Source: an optimization exercise on an open RTL-to-GDS flow (aim: small area, a short achievable clock period and few clock cycles). Production flows keep margins and buffers that such runs may drop.
At most, simulation tests tie the RTL to the original design; equivalence was not proved.

==> inputs of job 3010 <==
==> flow/design.v <==
module HT_OP (
    input         merge,
    input  [47:0] wl,
    input  [2:0]  xin,
    input  [7:0]  vld,
    input  [4:0]  newslot,
    input  [14:0] pin,
    input  [39:0] cin,
    output [47:0] wo,
    output [14:0] po,
    output [39:0] co
);
    function lt6;
        input [5:0] a, b;
        integer n;
        reg res;
        begin
            res = 1'b0;
            for (n = 0; n < 6; n = n + 1)
                res = (~a[n] & b[n]) | ((~a[n] | b[n]) & res);
            lt6 = res;
        end
    endfunction
    wire [5:0] w [0:7];
    wire [5:0] r [0:7];
    wire [7:0] c;
    wire [5:0] x;
    genvar i, s;
    generate
        for (i = 0; i < 8; i = i + 1) begin : UNP
            assign w[i] = wl[6*i +: 6];
        end
        for (i = 0; i < 8; i = i + 1) begin : REM
            if (i < 6) begin : SH
                assign r[i] = merge ? w[i+2] : {3'b000, w[i][2:0]};
            end else begin : TL
                assign r[i] = {3'b000, w[i][2:0]};
            end
            assign c[i] = vld[i] & lt6(r[i], x);
        end
    endgenerate
    assign x = merge ? (w[0] + w[1]) : {3'b000, xin};
    wire [2:0] k;
    assign k[2] = c[3];
    assign k[1] = (c[1] & ~c[3]) | c[5];
    assign k[0] = (c[0] & ~c[1]) | (c[2] & ~c[3]) | (c[4] & ~c[5]) | c[6];
    generate
        for (i = 0; i < 8; i = i + 1) begin : INS
            if (i == 0) begin : F
                assign wo[6*i +: 6] = c[i] ? r[i] : x;
            end else begin : N
                assign wo[6*i +: 6] = c[i] ? r[i] : (c[i-1] ? x : r[i-1]);
            end
        end
        for (s = 0; s < 5; s = s + 1) begin : SLOT
            wire [2:0] p   = pin[3*s +: 3];
            wire [7:0] cd  = cin[8*s +: 8];
            wire [2:0] j   = merge ? (p - 3'd2) : p;
            wire       hit = merge ? (p[2:1] == 2'b00) : newslot[s];
            assign po[3*s +: 3] = hit ? k : (j + {2'b00, ~c[j]});
            assign co[8*s +: 8] = (merge & hit) ? {cd[6:0], ~p[0]} : cd;
        end
    endgenerate
endmodule
`timescale 1ns/1ps
module HT_TOP (
    input  wire       clk,
    input  wire       rst_n,
    input  wire       in_valid,
    input  wire [2:0] in_weight,
    input  wire       out_mode,
    output reg        out_valid,
    output reg        out_code
);
reg  [3:0]  t;
reg         pend;
reg  [2:0]  xq;
reg         mode_q;
reg  [14:0] ptr;
reg  [39:0] code;
reg  [4:0]  w0, w1, w2;
reg  [3:0]  w3, w4, w5, w6;
reg  [2:0]  w7;
wire [47:0] wl = {3'd0, w7, 2'd0, w6, 2'd0, w5, 2'd0, w4, 2'd0, w3,
                  1'b0, w2, 1'b0, w1, 1'b0, w0};
wire       merge = t[3];
wire [2:0] u     = t[2:0];
wire [4:0] newslot;
assign newslot[0] = (u == 3'd4);
assign newslot[1] = mode_q ? (u == 3'd2) : (u == 3'd5);
assign newslot[2] = mode_q ? (u == 3'd5) : (u == 3'd6);
assign newslot[3] = mode_q ? (u == 3'd0) : (u == 3'd7);
assign newslot[4] = mode_q ? (u == 3'd1) : (u == 3'd3);
wire [7:0] vld;
genvar v;
generate
    for (v = 0; v < 8; v = v + 1) begin : VLD
        assign vld[v] = merge ? (u + v < 6) : (u > v);
    end
endgenerate
wire [47:0] wa;
wire [14:0] pa;
wire [39:0] ca;
HT_OP u_a (
    .merge(merge), .wl(wl), .xin(xq), .vld(vld), .newslot(newslot),
    .pin(ptr), .cin(code), .wo(wa), .po(pa), .co(ca)
);
wire [7:0]  c0       = code[7:0];
wire        c0_last  = (c0[7:2] == 6'd0);
wire        all_done = c0_last & (code[15:8] == 8'd0);
wire [39:0] code_sh  = c0_last ? {8'd0, code[39:8]} : {code[39:8], 1'b0, c0[7:1]};
wire snd    = (t == 4'd15);
wire idle   = ~merge & ~pend;
wire fin    = (t == 4'd14);
wire ov_d   = fin | (snd & ~all_done);
wire [39:0] code_d = snd ? code_sh : idle ? {5{8'd1}} : ca;
always @(posedge clk) begin
    xq     <= in_weight;
    mode_q <= out_mode;
    ptr    <= pa;
    code   <= code_d;
    {w7, w6, w5, w4, w3, w2, w1, w0} <=
        {wa[44:42], wa[39:36], wa[33:30], wa[27:24], wa[21:18],
         wa[16:12], wa[10:6], wa[4:0]};
end
always @(posedge clk or negedge rst_n) begin
    if (!rst_n) begin
        t         <= 4'd0;
        pend      <= 1'b0;
        out_valid <= 1'b0;
        out_code  <= 1'b0;
    end else begin
        pend      <= in_valid;
        out_valid <= ov_d;
        out_code  <= ov_d & code_d[0];
        if ((snd & all_done) | idle)
            t <= 4'd0;
        else if (!snd)
            t <= t + 4'd1;
    end
end
endmodule
==> flow/run.sh <==
#!/bin/bash
# synth_recipe.tcl (not shown) runs the flow's synth.tcl, then flattens the netlist and writes it again
# the make line also repeats each setting of config.mk as NAME=value (left out here)
make -C /OpenROAD-flow-scripts/flow DESIGN_CONFIG=/design/flow/config.mk WORK_HOME=/design/flow/orfs CLKGATE_MAP_FILE= SYNTH_SCRIPT=/design/flow/synth_recipe.tcl finish
==> flow/config.mk <==
export PLATFORM = sky130hd
export DESIGN_NAME = HT_TOP
export DESIGN_NICKNAME = HT_TOP
export VERILOG_FILES = /design/flow/design.v
export SDC_FILE = /design/flow/constraint.sdc
export NUM_CORES = 4
export LEC_CHECK = 0
export CAP_MARGIN = 20
export CORE_MARGIN = 2
export CORE_UTILIZATION = 40
export CTS_BUF_LIST = sky130_fd_sc_hd__clkbuf_8
export SLEW_MARGIN = 20
==> flow/constraint.sdc <==
create_clock -name core_clock -period 32.0 [get_ports {clk}]
set_input_delay 6.4000 -clock core_clock [delete_from_list [all_inputs] [get_ports {clk}]]
set_output_delay 6.4000 -clock core_clock [all_outputs]
set_load 0.01 [all_outputs]
==> job 5226 (differences from job 3010) <==
--- a/flow/design.v
+++ b/flow/design.v
@@ -6,8 +6,7 @@
     input  [4:0]  newslot,
     input  [14:0] pin,
-    input  [39:0] cin,
     output [47:0] wo,
     output [14:0] po,
-    output [39:0] co
+    output [2:0]  k
 );
     function lt6;
@@ -41,5 +40,4 @@
     endgenerate
     assign x = merge ? (w[0] + w[1]) : {3'b000, xin};
-    wire [2:0] k;
     assign k[2] = c[3];
     assign k[1] = (c[1] & ~c[3]) | c[5];
@@ -54,12 +52,43 @@
         end
         for (s = 0; s < 5; s = s + 1) begin : SLOT
-            wire [2:0] p   = pin[3*s +: 3];
-            wire [7:0] cd  = cin[8*s +: 8];
-            wire [2:0] j   = merge ? (p - 3'd2) : p;
-            wire       hit = merge ? (p[2:1] == 2'b00) : newslot[s];
-            assign po[3*s +: 3] = hit ? k : (j + {2'b00, ~c[j]});
-            assign co[8*s +: 8] = (merge & hit) ? {cd[6:0], ~p[0]} : cd;
+            wire [2:0] p = pin[3*s +: 3];
+            assign po[3*s +: 3] = newslot[s] ? k : (p + {2'b00, (p >= k)});
         end
     endgenerate
+endmodule
+module HT_PATH (
+    input  [2:0] p,
+    input  [2:0] k1, k2, k3,
+    input  [1:0] k4, k5,
+    input        k6,
+    output [7:1] h,
+    output [7:1] b
+);
+    function [2:0] step;
+        input [2:0] q, km;
+        reg   [2:0] j;
+        begin
+            j = q - 3'd2;
+            if (q[2:1] == 2'b00)
+                step = km;
+            else
+                step = j + {2'b00, (j >= km)};
+        end
+    endfunction
+    wire [2:0] q1 = p;
+    wire [2:0] q2 = step(q1, k1);
+    wire [2:0] q3 = step(q2, k2);
+    wire [2:0] q4 = step(q3, k3);
+    wire [1:0] q5 = step(q4, {1'b0, k4});
+    wire [1:0] q6 = step({1'b0, q5}, {1'b0, k5});
+    wire       q7 = step({1'b0, q6}, {2'b00, k6});
+    assign h[1] = (q1[2:1] == 2'b00);
+    assign h[2] = (q2[2:1] == 2'b00);
+    assign h[3] = (q3[2:1] == 2'b00);
+    assign h[4] = (q4[2:1] == 2'b00);
+    assign h[5] = ~q5[1];
+    assign h[6] = ~q6[1];
+    assign h[7] = 1'b1;
+    assign b = {~q7, ~q6[0], ~q5[0], ~q4[0], ~q3[0], ~q2[0], ~q1[0]};
 endmodule
 `timescale 1ns/1ps
@@ -75,8 +104,8 @@
 reg  [3:0]  t;
 reg         pend;
-reg  [2:0]  xq;
 reg         mode_q;
 reg  [14:0] ptr;
-reg  [39:0] code;
+reg  [2:0]  sc;       
+reg  [2:0]  m;        
 reg  [4:0]  w0, w1, w2;
 reg  [3:0]  w3, w4, w5, w6;
@@ -101,26 +130,67 @@
 wire [47:0] wa;
 wire [14:0] pa;
-wire [39:0] ca;
+wire [2:0]  ka;
 HT_OP u_a (
-    .merge(merge), .wl(wl), .xin(xq), .vld(vld), .newslot(newslot),
-    .pin(ptr), .cin(code), .wo(wa), .po(pa), .co(ca)
-);
-wire [7:0]  c0       = code[7:0];
-wire        c0_last  = (c0[7:2] == 6'd0);
-wire        all_done = c0_last & (code[15:8] == 8'd0);
-wire [39:0] code_sh  = c0_last ? {8'd0, code[39:8]} : {code[39:8], 1'b0, c0[7:1]};
-wire snd    = (t == 4'd15);
-wire idle   = ~merge & ~pend;
-wire fin    = (t == 4'd14);
-wire ov_d   = fin | (snd & ~all_done);
-wire [39:0] code_d = snd ? code_sh : idle ? {5{8'd1}} : ca;
+    .merge(merge), .wl(wl), .xin(w7), .vld(vld), .newslot(newslot),
+    .pin(ptr), .wo(wa), .po(pa), .k(ka)
+);
+reg [2:0] ps;
+always @(*) begin
+    case (sc)
+        3'd0:    ps = ptr[2:0];
+        3'd1:    ps = ptr[5:3];
+        3'd2:    ps = ptr[8:6];
+        3'd3:    ps = ptr[11:9];
+        default: ps = ptr[14:12];
+    endcase
+end
+wire [7:1] h, b;
+HT_PATH u_path (.p(ps), .k1(w2[2:0]), .k2(w3[2:0]), .k3(w4[2:0]),
+                .k4(w5[1:0]), .k5(w6[1:0]), .k6(w7[0]), .h(h), .b(b));
+wire [7:1] rest = h & ((7'd1 << (m - 3'd1)) - 7'd1);
+reg  [2:0] mn;
+always @(*) begin
+    casez (rest)
+        7'b?1?????: mn = 3'd6;
+        7'b?01????: mn = 3'd5;
+        7'b?001???: mn = 3'd4;
+        7'b?0001??: mn = 3'd3;
+        7'b?00001?: mn = 3'd2;
+        7'b?000001: mn = 3'd1;
+        default:    mn = 3'd7;
+    endcase
+end
+wire more = (rest != 7'd0);
+wire bit_m = b[m];
+wire snd  = (t == 4'd15);
+wire keep = merge & u[2] & u[1];
+wire idle = ~merge & ~pend;
+wire fin  = (t == 4'd14);
+wire emit = fin | snd;
+wire last = ~more & (sc == 3'd4);
 always @(posedge clk) begin
-    xq     <= in_weight;
     mode_q <= out_mode;
-    ptr    <= pa;
-    code   <= code_d;
-    {w7, w6, w5, w4, w3, w2, w1, w0} <=
-        {wa[44:42], wa[39:36], wa[33:30], wa[27:24], wa[21:18],
-         wa[16:12], wa[10:6], wa[4:0]};
+    if (!merge)
+        ptr <= pa;
+    if (emit) begin
+        m  <= mn;
+        sc <= more ? sc : sc + 3'd1;
+    end else begin
+        m  <= 3'd7;
+        sc <= 3'd0;
+    end
+    if (in_valid)
+        w7 <= in_weight;
+    else begin
+        w7[2:1] <= merge ? ka[2:1] : wa[44:43];
+        if (!keep)
+            w7[0] <= merge ? ka[0] : wa[42];
+    end
+    if (!keep)
+        {w6[1:0], w5[1:0], w4[2:0], w3[2:0], w2[2:0]} <=
+            {wa[37:36], wa[31:30], wa[26:24], wa[20:18], wa[14:12]};
+    {w6[3:2], w5[3:2], w4[3], w3[3], w2[4:3]} <=
+        {wa[39:38], wa[33:32], wa[27], wa[21], wa[16:15]};
+    {w1, w0} <= {wa[10:6], wa[4:0]};
 end
 always @(posedge clk or negedge rst_n) begin
@@ -132,7 +202,7 @@
     end else begin
         pend      <= in_valid;
-        out_valid <= ov_d;
-        out_code  <= ov_d & code_d[0];
-        if ((snd & all_done) | idle)
+        out_valid <= emit;
+        out_code  <= emit & bit_m;
+        if ((snd & last) | idle)
             t <= 4'd0;
         else if (!snd)
==> flow/flow/run.sh (new file) <==
#!/bin/bash
# Layout: the standard ORFS flow (standard.sh), with these changes:
#  - synthesis: no half/full adder cell extraction (ADDER_MAP_FILE empty),
#    and ABC maps with flow/area.abc (see flow/own_synth.tcl);
#  - ports are buffered with buf_2 cells instead of the default choice.
# make's full output goes to standard.log; ORFS keeps each step's log under
# orfs/logs.
set -uo pipefail
export OWN_WORK_DIR=$PWD
export OWN_FLOW_DIR=$PWD/flow
bash standard.sh "SYNTH_SCRIPT=$OWN_FLOW_DIR/own_synth.tcl" ADDER_MAP_FILE= \
    "BUFFER_PORTS_ARGS=-buffer_cell sky130_fd_sc_hd__buf_2" \
    finish > standard.log 2>&1
status=$?
tail -n 30 standard.log
exit $status
==> flow/flow/area.abc (new file) <==
strash
&get -n
&fraig -x
&put
scorr
dc2
strash
&get -n
&dch -f
&nf -R 1000
&put
==> flow/flow/own_synth.tcl (new file) <==
# The standard flow's synthesis (synth_recipe.tcl in the work folder), with one change:
# ABC maps the logic with flow/area.abc instead of ORFS's abc_area.script.
# Registers are mapped before ABC runs, so they are the same as the standard flow's.
proc abc {args} {
  set i [lsearch -exact $args -script]
  if {$i >= 0} {
    lset args [expr {$i + 1}] [file join $::env(OWN_FLOW_DIR) area.abc]
  }
  yosys abc {*}$args
}
source [file join $::env(OWN_WORK_DIR) synth_recipe.tcl]
==> flow/standard.sh (new file) <==
#!/bin/bash
# synth_recipe.tcl (not shown) runs the flow's synth.tcl, then flattens the netlist and writes it again
# the make line also repeats each setting of config.mk as NAME=value (left out here)
make -C /OpenROAD-flow-scripts/flow DESIGN_CONFIG=/design/flow/config.mk WORK_HOME=/design/flow/orfs CLKGATE_MAP_FILE= SYNTH_SCRIPT=/design/flow/synth_recipe.tcl "${@:-finish}"
Settings changed: ABC_AREA set to 1.
removed: flow/run.sh
==> job 7027 (differences from job 3010) <==
Settings changed: ABC_AREA set to 1.
==> job 9434 (differences from job 3010) <==
--- a/flow/design.v
+++ b/flow/design.v
@@ -58,5 +58,5 @@
             wire [2:0] j   = merge ? (p - 3'd2) : p;
             wire       hit = merge ? (p[2:1] == 2'b00) : newslot[s];
-            assign po[3*s +: 3] = hit ? k : (j + {2'b00, ~c[j]});
+            assign po[3*s +: 3] = hit ? k : (j + {2'b00, (j >= k)});
             assign co[8*s +: 8] = (merge & hit) ? {cd[6:0], ~p[0]} : cd;
         end
@@ -75,5 +75,4 @@
 reg  [3:0]  t;
 reg         pend;
-reg  [2:0]  xq;
 reg         mode_q;
 reg  [14:0] ptr;
@@ -103,5 +102,5 @@
 wire [39:0] ca;
 HT_OP u_a (
-    .merge(merge), .wl(wl), .xin(xq), .vld(vld), .newslot(newslot),
+    .merge(merge), .wl(wl), .xin(w7), .vld(vld), .newslot(newslot),
     .pin(ptr), .cin(code), .wo(wa), .po(pa), .co(ca)
 );
@@ -116,10 +115,10 @@
 wire [39:0] code_d = snd ? code_sh : idle ? {5{8'd1}} : ca;
 always @(posedge clk) begin
-    xq     <= in_weight;
     mode_q <= out_mode;
     ptr    <= pa;
     code   <= code_d;
-    {w7, w6, w5, w4, w3, w2, w1, w0} <=
-        {wa[44:42], wa[39:36], wa[33:30], wa[27:24], wa[21:18],
+    w7     <= in_valid ? in_weight : wa[44:42];
+    {w6, w5, w4, w3, w2, w1, w0} <=
+        {wa[39:36], wa[33:30], wa[27:24], wa[21:18],
          wa[16:12], wa[10:6], wa[4:0]};
 end
==> flow/flow/run.sh (new file) <==
#!/bin/bash
# Layout: the standard ORFS flow (standard.sh), with these changes:
#  - synthesis: no half/full adder cell extraction (ADDER_MAP_FILE empty),
#    and ABC maps with flow/area.abc (see flow/own_synth.tcl);
#  - ports are buffered with buf_2 cells instead of the default choice.
# make's full output goes to standard.log; ORFS keeps each step's log under
# orfs/logs.
set -uo pipefail
export OWN_WORK_DIR=$PWD
export OWN_FLOW_DIR=$PWD/flow
bash standard.sh "SYNTH_SCRIPT=$OWN_FLOW_DIR/own_synth.tcl" ADDER_MAP_FILE= \
    "BUFFER_PORTS_ARGS=-buffer_cell sky130_fd_sc_hd__buf_2" \
    finish > standard.log 2>&1
status=$?
tail -n 30 standard.log
exit $status
==> flow/flow/area.abc (new file) <==
strash
&get -n
&fraig -x
&put
scorr
dc2
strash
&get -n
&dch -f
&nf -R 1000
&put
==> flow/flow/own_synth.tcl (new file) <==
# The standard flow's synthesis (synth_recipe.tcl in the work folder), with one change:
# ABC maps the logic with flow/area.abc instead of ORFS's abc_area.script.
# Registers are mapped before ABC runs, so they are the same as the standard flow's.
proc abc {args} {
  set i [lsearch -exact $args -script]
  if {$i >= 0} {
    lset args [expr {$i + 1}] [file join $::env(OWN_FLOW_DIR) area.abc]
  }
  yosys abc {*}$args
}
source [file join $::env(OWN_WORK_DIR) synth_recipe.tcl]
==> flow/standard.sh (new file) <==
#!/bin/bash
# synth_recipe.tcl (not shown) runs the flow's synth.tcl, then flattens the netlist and writes it again
# the make line also repeats each setting of config.mk as NAME=value (left out here)
make -C /OpenROAD-flow-scripts/flow DESIGN_CONFIG=/design/flow/config.mk WORK_HOME=/design/flow/orfs CLKGATE_MAP_FILE= SYNTH_SCRIPT=/design/flow/synth_recipe.tcl "${@:-finish}"
Settings changed: ABC_AREA set to 1.
removed: flow/run.sh
==> notes.md <==
The lowest clock skew belongs to job 7027, the highest to job 9434.
Of job 7027 and job 3010, job 3010 has the higher cell area (gap about 2.3%, measured against job 3010).
Testbench counts of job 9434, summed over its fixed seeds: cycles 11,025.
The RTL of job 3010, job 5226 and job 7027 was laid out without a check of its function.

==> afterwards: timing with drivers on the ports <==
No port has a modelled driver above. Below, the same layouts with a new extraction and two added sets of constraints.
Step 1 sets driving cells, clkbuf_16 on the clock port and buf_2 on the other inputs (assumed; they add their load-dependent delay and slew).
Step 2, shift: input delay + t, output delay - t, t = (earliest + latest rising clock arrival at the registers) / 2. This alone moves slack from input paths to output paths.
Three values: ideal, step 1, step 2; two values: the first two.
run	t (ns)	slack for setup (ns)	cell pins on the clock port's net
job 3010	0.414	24.359 / 24.325 / 24.740	1
job 5226	0.390	24.152 / 24.152 / 24.152	1
job 7027	0.426	24.357 / 24.318 / 24.744	1
job 9434	0.415	24.726 / 24.694 / 25.035	1
After both steps every run listed still meets setup and hold.
